From an optimization exercise on the open Yosys and OpenROAD flow, aimed at small area and a short achievable clock period; shortcuts taken in it are not production practice. RTL that was checked went through simulation tests only; none was proved equivalent to the original. No activity file was given, so power comes from the tool's default toggle rates.

==> amber: inputs <==
Design ALU_design, start of the top module:
module ALU_design(OPA_1,OPB_1,CIN,CLK,RST,CMD,CE,MODE,INP_VALID,COUT,OFLOW,RES,G,E,L,ERR);
clock: 10.5 ns
lec_check: 0
cap_margin: 25
core_margin: 2
core_utilization: 40
cts_buf_list: sky130_fd_sc_hd__clkbuf_4 sky130_fd_sc_hd__clkbuf_8
setup_slack_margin: 5
slew_margin: 20
synth_hierarchical: 1
run.sh (not shown) runs the stock make flow with config.mk's settings and CLKGATE_MAP_FILE= SYNTH_SCRIPT=/design/flow/synth_recipe.tcl, a recipe that flattens the netlist after the stock synthesis.
==> ember: changes against amber <==
==> flow/flow/run.sh (new file) <==
#!/bin/bash
set -euo pipefail
export BUFFER_PORTS_ARGS="-buffer_cell sky130_fd_sc_hd__buf_1"
bash standard.sh > standard_sh.log 2>&1
==> flow/standard.sh (new file) <==
#!/bin/bash
# synth_recipe.tcl (not shown) runs the flow's synth.tcl, then flattens the netlist and writes it again
# the make line also repeats each setting of config.mk as NAME=value (left out here)
make -C /OpenROAD-flow-scripts/flow DESIGN_CONFIG=/design/flow/config.mk WORK_HOME=/design/flow/orfs CLKGATE_MAP_FILE= SYNTH_SCRIPT=/design/flow/synth_recipe.tcl "${@:-finish}"
CAP_MARGIN = 20   (was 25)
CORE_UTILIZATION = 55   (was 40)
GPL_TIMING_DRIVEN = 0   (was not set)
PLACE_DENSITY = 0.68   (was not set)
removed: flow/run.sh
==> garnet: changes against amber <==
--- a/flow/design.v
+++ b/flow/design.v
@@ -2063,16 +2063,19 @@
     wire [31:0] xt = X ^ Y;
     wire [31:0] xo = X | Y;
     wire zhi = &(xt[31:1] ~^ xo[30:0]);
     wire z1 = zhi & xt[0];
     wire z0 = zhi & ~xt[0];
     wire [4:0] nsh = ~B[4:0] + 5'd1;
     wire [4:0] sh = c13 ? nsh : B[4:0];
-    wire [31:0] rot;
-    alu_rotl u_rot (.a(A), .s(sh), .y(rot));
+    wire [31:0] rl0 = sh[0] ? {A[30:0], A[31]} : A;
+    wire [31:0] rl1 = sh[1] ? {rl0[29:0], rl0[31:30]} : rl0;
+    wire [31:0] rl2 = sh[2] ? {rl1[27:0], rl1[31:28]} : rl1;
+    wire [31:0] rl3 = sh[3] ? {rl2[23:0], rl2[31:24]} : rl2;
+    wire [31:0] rot = sh[4] ? {rl3[15:0], rl3[31:16]} : rl3;
     wire hiB = |B[31:4];
     wire ar   = MODE & (INP_VALID == 2'b11);
     wire va = MODE & (INP_VALID[0] & ~INP_VALID[1] | (INP_VALID == 2'b11));    
     wire vb = MODE & (INP_VALID[1] & ~INP_VALID[0] | (INP_VALID == 2'b11));    
     wire s_ar  = ar & (c0 | c1 | c2 | c3 | c11 | c12) | va & (c4 | c5) | vb & (c6 | c7);
     wire s_c32 = ar & c2 | va & c4 | vb & c6;            
     wire s_brw = ar & (c1 | c3) | va & c5 | vb & c7;     
@@ -2396,21 +2399,14 @@
     wire P118 = p[58] & P88;
     wire G119 = g[60] | p[60] & G74;
     wire P119 = p[60] & P74;
     wire G120 = g[62] | p[62] & G89;
     wire P120 = p[62] & P89;
     assign s = p ^ {G120, G89, G119, G74, G118, G88, G117, G67, G116, G87, G115, G73, G114, G86, G113, G64, G112, G85, G111, G72, G110, G84, G109, G66, G108, G83, G107, G71, G106, G82, G105, G61, G104, G81, G103, G70, G102, G80, G101, G65, G100, G79, G99, G69, G98, G78, G97, G57, G96, G77, G95, G68, G94, G76, G93, G49, G92, G75, G91, G33, G90, G1, g[0], 1'b0};
 endmodule
-module alu_rotl(input [31:0] a, input [4:0] s, output [31:0] y);
-    wire [31:0] r0 = s[0] ? {a[30:0], a[31]} : a;
-    wire [31:0] r1 = s[1] ? {r0[29:0], r0[31:30]} : r0;
-    wire [31:0] r2 = s[2] ? {r1[27:0], r1[31:28]} : r1;
-    wire [31:0] r3 = s[3] ? {r2[23:0], r2[31:24]} : r2;
-    assign y = s[4] ? {r3[15:0], r3[31:16]} : r3;
-endmodule
 module alu_fa(input a, input b, input c, output s, output co);
     assign s = a ^ b ^ c;
     assign co = (a & b) | (a & c) | (b & c);
 endmodule
 module alu_bsel(input one, input two, input y, input yl, output ns);
     assign ns = (one & y) | (two & yl);
 endmodule
CTS_BUF_LIST = not set   (was sky130_fd_sc_hd__clkbuf_4 sky130_fd_sc_hd__clkbuf_8)
==> results.txt <==
| item | amber | ember | garnet |
|---|---|---|---|
| Area of combinational cells with multiple inputs | 35100 µm² | 35450 µm² | 35140 µm² |
| ClkCell Share | 2.509% | 2.606% | 2.594% |
| Critical path endpoint | mq_28_1 | RES[26] | mq_28_1 |
| Area overhead of the layout relative to synthesis | 13.46% | 18.25% | 13.27% |
| Worst ir drop on vdd | 160.4 µV | 277.0 µV | 162.6 µV |
| Number of library cell types mapped by synthesis | 85 | 85 | 88 |
| Highest clock rate | 182.5 MHz | 176.0 MHz | 183.4 MHz |
| TritonCTS buffer count | 53 | 54 | 37 |
| Instance count on the critical path | 14 | 18 | 14 |
| Ratio of cells with drive above 1 in the final layout | 13.60% | 16.44% | 11.07% |
| Number of antenna violations at the first check in global routing | 6 | 18 | 8 |
| Met2 wire length | 74920 µm | 82710 µm | 76120 µm |
| Via count of the first global-routing pass | 36980 | 39790 | 37000 |
| Status | finished clean | finished clean | finished clean |
| Power in sequential cells | 1.72 mW | 1.77 mW | 1.71 mW |
| Data arrival, critical path | 6060 ps | 6250 ps | 5970 ps |
| Number of diodes added for antenna fixing | 4 | 7 | 0 |
| Power Density | 275.3 nW/µm² | 281.1 nW/µm² | 268.4 nW/µm² |
| Critical Path Fanout Max | 21 | 7 | 33 |
| Die span in x | 330.3 µm | 282.3 µm | 330.1 µm |
| Clock skew | 52.80 ps | 50.70 ps | 47.86 ps |
| Row count | 119 | 102 | 119 |
| Number of cells upsized or downsized after cts | 61 | 251 | 46 |
| Clock network latency to the later pin of the worst-skew pair | 740 ps | 720 ps | 620 ps |
| Worst Setup SP | OPA[19] | CMD[1] | OPA[1] |
| Switching power as a share of total power | 49.75% | 50.98% | 48.47% |
Only the layout flow was run in garnet; the RTL was not checked for function there.

==> static timing again, ports no longer ideal <==
Ports are ideal in the flow. The routed layouts listed here were re-timed in OpenROAD.
Step 1 sets driving cells, clkbuf_16 on the clock port and buf_2 on the other inputs (assumed; they add their load-dependent delay and slew).
Step 2 also shifts input and output timing later by t, the mid clock arrival at the registers, as if the neighbouring blocks saw the same clock.
a / b / c = ideal ports / drivers / drivers and shift; a / b = the first two.
| run | t (ns) | setup slack, ns | worst setup path at the end | latest minus earliest clock arrival (ns) | worst register clock-pin slew, ns |
|---|---|---|---|---|---|
| amber | 0.776 | 5.021 / 4.979 / 4.204 | input to register | 0.053 / 0.053 | 0.08 / 0.08 |
| ember | 0.760 | 4.820 / 4.816 / 4.056 | input to register | 0.060 / 0.060 | 0.07 / 0.07 |
| garnet | 0.672 | 5.046 / 5.046 / 4.390 | input to register | 0.048 / 0.048 | 0.08 / 0.08 |
After both steps every run listed still meets setup and hold. For amber, which loses most, drivers alone change the setup slack by -0.042 ns; drivers and shift together by -0.817 ns.
